What follows belongs to an exercise in optimizing a design on an open flow for small area, a short achievable clock period and few clock cycles; a production flow would make more cautious choices.
The RTL was checked by simulation tests, not by an equivalence proof against the original design.

==> design/flow/design.v <==
module addpfx #(
    parameter W = 32
) (
    input  wire [W-1:0] a,
    input  wire [W-1:0] b,
    input  wire         cin,
    output wire [W-1:0] s,
    output wire         cout
);
    localparam L = 6;    
    wire [W-1:0] g [0:L];
    wire [W-1:0] p [0:L];
    wire [W-1:0] x = a ^ b;
    assign g[0] = (a & b) | {{(W-1){1'b0}}, x[0] & cin};
    assign p[0] = x;
    genvar l, i;
    generate
        for (l = 0; l < L; l = l + 1) begin : lv
            for (i = 0; i < W; i = i + 1) begin : bt
                if (i >= (1 << l)) begin : cmb
                    assign g[l+1][i] = g[l][i] | (p[l][i] & g[l][i - (1 << l)]);
                    assign p[l+1][i] = p[l][i] & p[l][i - (1 << l)];
                end else begin : pas
                    assign g[l+1][i] = g[l][i];
                    assign p[l+1][i] = p[l][i];
                end
            end
        end
    endgenerate
    wire [W:0] c = {g[L], cin};
    assign s    = x ^ c[W-1:0];
    assign cout = c[W];
endmodule
module ula32 (
    input  wire [31:0] A,
    input  wire [31:0] B,
    input  wire        Cin,
    output wire [31:0] S,
    output wire        Overflow,
    output wire        Menor
);
    wire co;
    addpfx #(32) ADD_ (.a(A), .b(B), .cin(Cin), .s(S), .cout(co));
    assign Overflow = (A[31] == B[31]) & (S[31] != A[31]);
    assign Menor    = S[31] ^ Overflow;
endmodule
module Banco_reg (
    input  wire        Clk,
    input  wire        Reset,
    input  wire        RegWrite,
    input  wire [4:0]  ReadReg1,
    input  wire [4:0]  ReadReg2,
    input  wire [4:0]  WriteReg,
    input  wire [31:0] WriteData,
    output wire [31:0] ReadData1,
    output wire [31:0] ReadData2
);
    wire [31:0] Cluster [0:31];
    wire [31:0] wd_zero = Reset ? 32'd0   : WriteData;
    wire [31:0] wd_sp   = Reset ? 32'd227 : WriteData;
    genvar i;
    generate
        for (i = 0; i < 32; i = i + 1) begin : r
            reg [31:0] q;
            always @(posedge Clk)
                if (Reset | (RegWrite & (WriteReg == i)))
                    q <= (i == 29) ? wd_sp : wd_zero;
            assign Cluster[i] = q;
        end
    endgenerate
    assign ReadData1 = Cluster[ReadReg1];
    assign ReadData2 = Cluster[ReadReg2];
endmodule
module RegDesloc (
    input  wire [31:0] Entrada,
    input  wire [4:0]  N,
    input  wire        Left,
    input  wire        Arith,
    output wire [31:0] Saida
);
    function [31:0] rev(input [31:0] x);
        integer k;
        for (k = 0; k < 32; k = k + 1) rev[k] = x[31 - k];
    endfunction
    wire [31:0] x = Left ? rev(Entrada) : Entrada;
    wire [32:0] y = $signed({Arith & x[31], x}) >>> N;
    assign Saida = Left ? rev(y[31:0]) : y[31:0];
endmodule
module MULT #(
    parameter DB = 2
) (
    input  wire        clk,
    input  wire        rst,
    input  wire        start_mul,
    input  wire        start_div,
    input  wire [31:0] A,
    input  wire [31:0] B,
    output reg  [31:0] Hi,
    output reg  [31:0] Lo,
    output reg         busy
);
    localparam DCYC = 32 / DB;
    reg [31:0] m;
    reg        is_div, fix, bm1, sq, sr;
    reg [4:0]  cnt;
    function [35:0] brow(input [2:0] dg, input [31:0] mm, input integer sh);
        reg [33:0] v;
        reg [35:0] w;
        begin
            case (dg)
                3'b001, 3'b010, 3'b101, 3'b110: v = {{2{mm[31]}}, mm};
                3'b011, 3'b100:                 v = {mm[31], mm, 1'b0};
                default:                        v = 34'd0;
            endcase
            w = {{2{v[33]}}, v} << sh;
            brow = (dg[2] & ~(dg[1] & dg[0])) ? ~w : w;
        end
    endfunction
    wire [2:0]  d0 = {Lo[1], Lo[0], bm1};
    wire [2:0]  d1 = {Lo[3], Lo[2], Lo[1]};
    wire        n0 = d0[2] & ~(d0[1] & d0[0]);
    wire        n1 = d1[2] & ~(d1[1] & d1[0]);
    wire [35:0] x  = {{4{Hi[31]}}, Hi};
    wire [35:0] y  = brow(d0, m, 0);
    wire [35:0] z  = brow(d1, m, 2);
    wire [35:0] cs = x ^ y ^ z;
    wire [35:0] cc = {(x[34:0] & y[34:0]) | (x[34:0] & z[34:0]) | (y[34:0] & z[34:0]), n0};
    wire [35:0] msum;
    wire        mco;
    addpfx #(36) MADD_ (.a(cs), .b(cc), .cin(n1), .s(msum), .cout(mco));
    wire [31:0] dh [0:DB];
    wire [31:0] dl [0:DB];
    assign dh[0] = Hi;
    assign dl[0] = Lo;
    genvar k;
    generate
        for (k = 0; k < DB; k = k + 1) begin : dstep
            wire [33:0] t;
            wire        tco;
            addpfx #(34) SUB_ (.a({1'b0, dh[k], dl[k][31]}), .b(~{2'b00, m}),
                               .cin(1'b1), .s(t), .cout(tco));
            assign dh[k+1] = t[33] ? {dh[k][30:0], dl[k][31]} : t[31:0];
            assign dl[k+1] = {dl[k][30:0], ~t[33]};
        end
    endgenerate
    always @(posedge clk) begin
        if (rst) begin
            Hi   <= 32'd0;
            Lo   <= 32'd0;
            busy <= 1'b0;
        end else if (start_mul) begin
            m      <= A;
            Lo     <= B;
            Hi     <= 32'd0;
            bm1    <= 1'b0;
            is_div <= 1'b0;
            cnt    <= 5'd0;
            busy   <= 1'b1;
        end else if (start_div) begin
            m      <= B[31] ? -B : B;
            Lo     <= A[31] ? -A : A;
            Hi     <= 32'd0;
            sq     <= A[31] ^ B[31];
            sr     <= A[31];
            is_div <= 1'b1;
            fix    <= 1'b0;
            cnt    <= 5'd0;
            busy   <= 1'b1;
        end else if (busy) begin
            cnt <= cnt + 5'd1;
            if (!is_div) begin
                Hi  <= msum[35:4];
                Lo  <= {msum[3:0], Lo[31:4]};
                bm1 <= Lo[3];
                if (cnt == 5'd7) busy <= 1'b0;
            end else if (!fix) begin
                Hi <= dh[DB];
                Lo <= dl[DB];
                if (cnt == DCYC - 1) fix <= 1'b1;
            end else begin
                if (sr) Hi <= -Hi;
                if (sq) Lo <= -Lo;
                busy <= 1'b0;
            end
        end
    end
endmodule
module cpu (
    input  wire        clk,
    input  wire        reset,
    input  wire [31:0] mem_rdata,
    output reg  [31:0] mem_addr,
    output wire [31:0] mem_wdata,
    output reg  [3:0]  mem_wstrb
);
    reg  [31:0] fpc;         
    reg         dv;          
    reg         hv;          
    reg  [31:0] irh;
    reg  [31:0] hpc4;        
    reg         xph;         
    reg         e_we;        
    reg  [4:0]  e_wa;
    reg  [31:0] e_res;       
    reg  [31:0] e_aux;       
    reg         e_ld, e_st, e_redir, e_exc;
    reg  [1:0]  e_lty;       
    reg  [3:0]  e_strb;
    reg  [1:0]  e_cause;
    reg  [31:0] e_pc4;       
    reg         exc_v;       
    reg  [31:0] epc;
    reg         wv;          
    reg  [4:0]  wrd;
    reg  [1:0]  wty;
    wire [31:0] hi, lo;
    wire        md_busy;
    wire [11:0] sdist = e_res[11:0] - e_pc4[11:0];
    wire        ovl   = e_st & ((sdist < 12'd4) | (sdist > 12'd4092));
    wire        squash = e_redir | e_exc | ovl;
    wire [31:0] ldata = (wty == 2'd0) ? mem_rdata :
                        (wty == 2'd1) ? {16'd0, mem_rdata[15:0]} :
                                        {24'd0, mem_rdata[7:0]};
    wire        rf_we = wv | e_we;
    wire [4:0]  rf_wa = wv ? wrd : e_wa;
    wire [31:0] rf_wd = wv ? ldata : e_res;
    wire [31:0] di   = hv ? irh : mem_rdata;
    wire [31:0] dpc4 = hv ? hpc4 : fpc;
    wire        dval = hv | dv;
    wire [5:0]  op  = di[31:26];
    wire [5:0]  fn  = di[5:0];
    wire [4:0]  rs  = di[25:21];
    wire [4:0]  rt  = di[20:16];
    wire [4:0]  rd  = di[15:11];
    wire [4:0]  sha = di[10:6];
    wire [15:0] imm = di[15:0];
    wire [31:0] imm_se = {{16{imm[15]}}, imm};
    wire rtype  = (op == 6'h00);
    wire i_add  = rtype & (fn == 6'h20);
    wire i_sub  = rtype & (fn == 6'h22);
    wire i_and  = rtype & (fn == 6'h24);
    wire i_slt  = rtype & (fn == 6'h2a);
    wire i_sll  = rtype & (fn == 6'h00);
    wire i_srl  = rtype & (fn == 6'h02);
    wire i_sra  = rtype & (fn == 6'h03);
    wire i_sllv = rtype & (fn == 6'h04);
    wire i_srav = rtype & (fn == 6'h07);
    wire i_mult = rtype & (fn == 6'h18);
    wire i_div  = rtype & (fn == 6'h1a);
    wire i_mfhi = rtype & (fn == 6'h10);
    wire i_mflo = rtype & (fn == 6'h12);
    wire i_jr   = rtype & (fn == 6'h08);
    wire i_xchg = rtype & (fn == 6'h05);
    wire i_brk  = rtype & (fn == 6'h0d);
    wire i_rte  = rtype & (fn == 6'h13);
    wire i_addi = (op == 6'h08);
    wire i_addiu= (op == 6'h09);
    wire i_slti = (op == 6'h0a);
    wire i_lui  = (op == 6'h0f);
    wire i_beq  = (op == 6'h04);
    wire i_bne  = (op == 6'h05);
    wire i_ble  = (op == 6'h06);
    wire i_bgt  = (op == 6'h07);
    wire i_lw   = (op == 6'h23);
    wire i_lh   = (op == 6'h21);
    wire i_lb   = (op == 6'h20);
    wire i_sw   = (op == 6'h2b);
    wire i_sh   = (op == 6'h29);
    wire i_sb   = (op == 6'h28);
    wire i_j    = (op == 6'h02);
    wire i_jal  = (op == 6'h03);
    wire i_shift  = i_sll | i_srl | i_sra | i_sllv | i_srav;
    wire i_branch = i_beq | i_bne | i_ble | i_bgt;
    wire i_load   = i_lw | i_lh | i_lb;
    wire i_store  = i_sw | i_sh | i_sb;
    wire i_md     = i_mult | i_div | i_mfhi | i_mflo;
    wire i_known  = i_add | i_sub | i_and | i_slt | i_shift | i_mult | i_div |
                    i_mfhi | i_mflo | i_jr | i_xchg | i_brk | i_rte |
                    i_addi | i_addiu | i_slti | i_lui | i_branch | i_load |
                    i_store | i_j | i_jal;
    wire [31:0] rf_a, rf_b;
    Banco_reg REG_ (
        .Clk(clk), .Reset(reset), .RegWrite(rf_we),
        .ReadReg1(rs), .ReadReg2(rt), .WriteReg(rf_wa),
        .WriteData(rf_wd), .ReadData1(rf_a), .ReadData2(rf_b)
    );
    wire [31:0] va = (rf_we && rf_wa == rs) ? rf_wd : rf_a;
    wire [31:0] vb = (rf_we && rf_wa == rt) ? rf_wd : rf_b;
    wire        use_imm = ~rtype & ~i_branch;
    wire        subm    = i_sub | i_slt | i_slti | i_ble | i_bgt;
    wire [31:0] sum;
    wire        ovf, lt;
    ula32 ALU_ (.A(va), .B((use_imm ? imm_se : vb) ^ {32{subm}}), .Cin(subm),
                .S(sum), .Overflow(ovf), .Menor(lt));
    wire eq = (va == vb);
    wire [31:0] shout;
    RegDesloc SHIFT_ (.Entrada((i_sllv | i_srav) ? va : vb),
                      .N((i_sllv | i_srav) ? vb[4:0] : sha),
                      .Left(i_sll | i_sllv), .Arith(i_sra | i_srav),
                      .Saida(shout));
    wire exc_ov = (i_add | i_sub | i_addi) & ovf;
    wire exc_dz = i_div & (vb == 32'd0);
    wire exc_d  = ~i_known | exc_ov | exc_dz;
    wire [1:0] cause = ~i_known ? 2'd0 : i_div ? 2'd2 : 2'd1;
    wire taken = (i_beq & eq) | (i_bne & ~eq) | (i_ble & (lt | eq)) |
                 (i_bgt & ~(lt | eq));
    wire redir_d = ~exc_d & (taken | i_j | i_jal | i_jr | i_rte | i_brk);
    wire [31:0] btgt = dpc4 + {imm_se[29:0], 2'b00};
    reg  [31:0] aux_d;
    always @(*) begin
        if (i_branch)    aux_d = btgt;
        else if (i_jr)   aux_d = va;
        else if (i_rte)  aux_d = epc;
        else if (i_brk)  aux_d = dpc4 - 32'd4;
        else if (i_xchg) aux_d = va;
        else if (i_store) aux_d = vb;
        else             aux_d = {dpc4[31:28], di[25:0], 2'b00};
    end
    reg  [31:0] res_d;
    reg  [4:0]  wa_d;
    reg         wr_d;
    always @(*) begin
        res_d = sum;
        wa_d  = rtype ? rd : rt;
        wr_d  = i_add | i_sub | i_and | i_slt | i_shift | i_mfhi | i_mflo |
                i_xchg | i_addi | i_addiu | i_slti | i_lui | i_jal;
        if (i_and)              res_d = va & vb;
        if (i_slt | i_slti)     res_d = {31'd0, lt};
        if (i_lui)              res_d = {imm, 16'd0};
        if (i_shift)            res_d = shout;
        if (i_mfhi)             res_d = hi;
        if (i_mflo)             res_d = lo;
        if (i_jal)  begin       res_d = dpc4; wa_d = 5'd31; end
        if (i_xchg) begin       res_d = xph ? e_aux : vb; wa_d = xph ? rt : rs; end
    end
    wire wait_d = e_ld | (i_md & md_busy);
    wire emit   = dval & ~squash & ~wait_d;
    wire hold   = dval & ~squash & (wait_d | (i_xchg & ~xph));
    wire refetch = dv & hv & hold;
    MULT MD_ (
        .clk(clk), .rst(reset),
        .start_mul(emit & i_mult), .start_div(emit & i_div & ~exc_dz),
        .A(va), .B(vb), .Hi(hi), .Lo(lo), .busy(md_busy)
    );
    reg         fetch;
    reg  [31:0] faddr;
    always @(*) begin
        fetch     = 1'b1;
        faddr     = refetch ? hpc4 : fpc;
        mem_wstrb = 4'd0;
        if (exc_v)        faddr = {24'd0, mem_rdata[7:0]};
        else if (e_exc)   fetch = 1'b0;
        else if (e_redir) faddr = e_aux;
        else if (e_ld | e_st) begin
            fetch     = 1'b0;
            mem_wstrb = e_st ? e_strb : 4'd0;
        end
        if (fetch)      mem_addr = faddr;
        else if (e_exc) mem_addr = {24'd0, 8'd253 + {6'd0, e_cause}};
        else            mem_addr = e_res;
    end
    assign mem_wdata = e_aux;
    always @(posedge clk) begin
        if (reset) begin
            fpc     <= 32'd0;
            dv      <= 1'b0;
            hv      <= 1'b0;
            xph     <= 1'b0;
            e_we    <= 1'b0;
            e_ld    <= 1'b0;
            e_st    <= 1'b0;
            e_redir <= 1'b0;
            e_exc   <= 1'b0;
            exc_v   <= 1'b0;
            epc     <= 32'd0;
            wv      <= 1'b0;
        end else begin
            dv <= fetch;
            if (fetch)          fpc <= faddr + 32'd4;
            else if (ovl)       fpc <= e_pc4;
            else if (refetch)   fpc <= hpc4;
            if (squash) begin
                hv <= 1'b0;
            end else if (hv & hold) begin
                hv <= 1'b1;
            end else if (dv & (hv | hold)) begin
                hv   <= 1'b1;
                irh  <= mem_rdata;
                hpc4 <= fpc;
            end else begin
                hv <= 1'b0;
            end
            if (emit & i_xchg) xph <= ~xph;
            e_we    <= emit & wr_d & ~exc_d;
            e_ld    <= emit & i_load;
            e_st    <= emit & i_store;
            e_redir <= emit & redir_d;
            e_exc   <= emit & exc_d;
            if (emit) begin
                e_wa    <= wa_d;
                e_res   <= res_d;
                e_aux   <= aux_d;
                e_lty   <= i_lw ? 2'd0 : i_lh ? 2'd1 : 2'd2;
                e_strb  <= i_sw ? 4'b1111 : i_sh ? 4'b0011 : 4'b0001;
                e_cause <= cause;
                e_pc4   <= dpc4;
            end
            wv  <= e_ld;
            wrd <= e_wa;
            wty <= e_lty;
            exc_v <= e_exc;
            if (e_exc) epc <= e_pc4;
        end
    end
endmodule
==> design/flow/run.sh <==
#!/bin/bash
# synth_recipe.tcl (not shown) runs the flow's synth.tcl, then flattens the netlist and writes it again
# the make line also repeats each setting of config.mk as NAME=value (left out here)
make -C /OpenROAD-flow-scripts/flow DESIGN_CONFIG=/design/flow/config.mk WORK_HOME=/design/flow/orfs CLKGATE_MAP_FILE= SYNTH_SCRIPT=/design/flow/synth_recipe.tcl finish
==> design/flow/config.mk <==
export PLATFORM = sky130hd
export DESIGN_NAME = cpu
export DESIGN_NICKNAME = cpu
export VERILOG_FILES = /design/flow/design.v
export SDC_FILE = /design/flow/constraint.sdc
export NUM_CORES = 4
export LEC_CHECK = 0
export CAP_MARGIN = 20
export CORE_MARGIN = 2
export CORE_UTILIZATION = 40
export SETUP_SLACK_MARGIN = 4.5
export SLEW_MARGIN = 20
==> design/flow/constraint.sdc <==
create_clock -name core_clock -period 9.0 [get_ports {clk}]
set_input_delay 1.8000 -clock core_clock [delete_from_list [all_inputs] [get_ports {clk}]]
set_output_delay 1.8000 -clock core_clock [all_outputs]
set_load 0.01 [all_outputs]
==> impl_metrics.env <==
export IMPL_postCtsHoldBufs=0
export IMPL_grt_max_degree=85
export IMPL_netlist_area_um2=89530
export IMPL_synth_nets=9354
export IMPL_placed_cell_area_um2=103600
export IMPL_synth_warning_count=7
export IMPL_std_cell_rows=173
export IMPL_synth_edf_count=1244
export IMPL_yosys_area_top_type="edfxtp_1"
export IMPL_gr_total_overflow=1
export IMPL_root_buffer="clkbuf_16"
export IMPL_synth_area_leaders="edfxtp_1, o21ai_0, a22oi_1"
export IMPL_synth_cell_type_count=120
export IMPL_portBuffers=101
export IMPL_htree_levels=4
export IMPL_yosysSeqAreaShare_pct=44.83
export IMPL_io_pins=102
export IMPL_post_place_ws_ps=-194.2
export IMPL_async_flop_share_pct=0
export IMPL_die_x_um=477.1
export IMPL_yosysTopAreaCellShare_pct=41.73
export IMPL_dieHeight_um=477.1
export IMPL_dpl_hpwl_um=491000
export IMPL_clockBufferDepth=3
export IMPL_start_util_pct=40.27
export IMPL_stop_stage="global routing (5_1_grt)"
export IMPL_synth_ff_type="edfxtp_1"
export IMPL_numCtsBuffers=167
export IMPL_syn_inst=9069
export IMPL_synth_seq_cells=1383
export IMPL_grt_usage_pct=64.15
export IMPL_clkSinkCount=1383
export IMPL_gp_congestion=1.208
export IMPL_synth_area_per_cell_um2=9.872
export IMPL_placed_cells=12593
export IMPL_run_status="aborted with a tool error"
export IMPL_error_line="[ERROR GRT-0232] Routing congestion too high. Check the congestion heatmap in the GUI."
[routing by layer]
| layer | GRT usage [%] | GRT overflow |
|---|---|---|
| met1 | 65.20 | 0 |
| met5 | 11.76 | 0 |
| met4 | 67.68 | 0 |
| met3 | 40.86 | 0 |
| met2 | 84.29 | 1 |
[synth_stat cells, types with 149 or more instances]
cell and number:
ha_1 210, nand3_1 176, nand2_1 703, edfxtp_1 1244
o22ai_1 159, xor2_1 184, mux2i_1 277, xnor2_1 185
nor2_1 684, clkbuf_1 537, a22oi_1 424, nor3_1 149
inv_1 218, o21ai_0 693, a21oi_1 523
[how the worst max path moves through the flow]
stage,start,endpoint,slack (ps),cells after the start
after floorplan,mem_rdata[17],e_res[28]$_DFFE_PP_,1940,33
after global placement,mem_rdata[19],e_res[28]$_DFFE_PP_,-310,34
after detailed placement,mem_rdata[18],e_res[28]$_DFFE_PP_,-190,34
after CTS,mem_rdata[22],e_res[28]$_DFFE_PP_,2090,28
[cell families after synthesis]
logic type,share of synthesized area (%)
simple gates,13.53
flops,44.83
buf+inv,4.427
xor+xnor,3.610
compound gates,25.25
mux,4.474
fa+ha+maj,3.874
[timing repair]
action	CTS
endpoints found under the setup margin	460
gates cloned	44
resized for setup	1593
pin swaps	485
buffers inserted	608
[power groups by stage]
stage,Sequential (mW),Clock [mW],Combinational [mW]
CTS,8.12,7.14,5.92
detailed placement,8.25,0,5.09
floorplan,7.94,0,2.22
global placement,8.26,0,5.10
Testbench counts, summed over its fixed seeds: cycles 49,653.
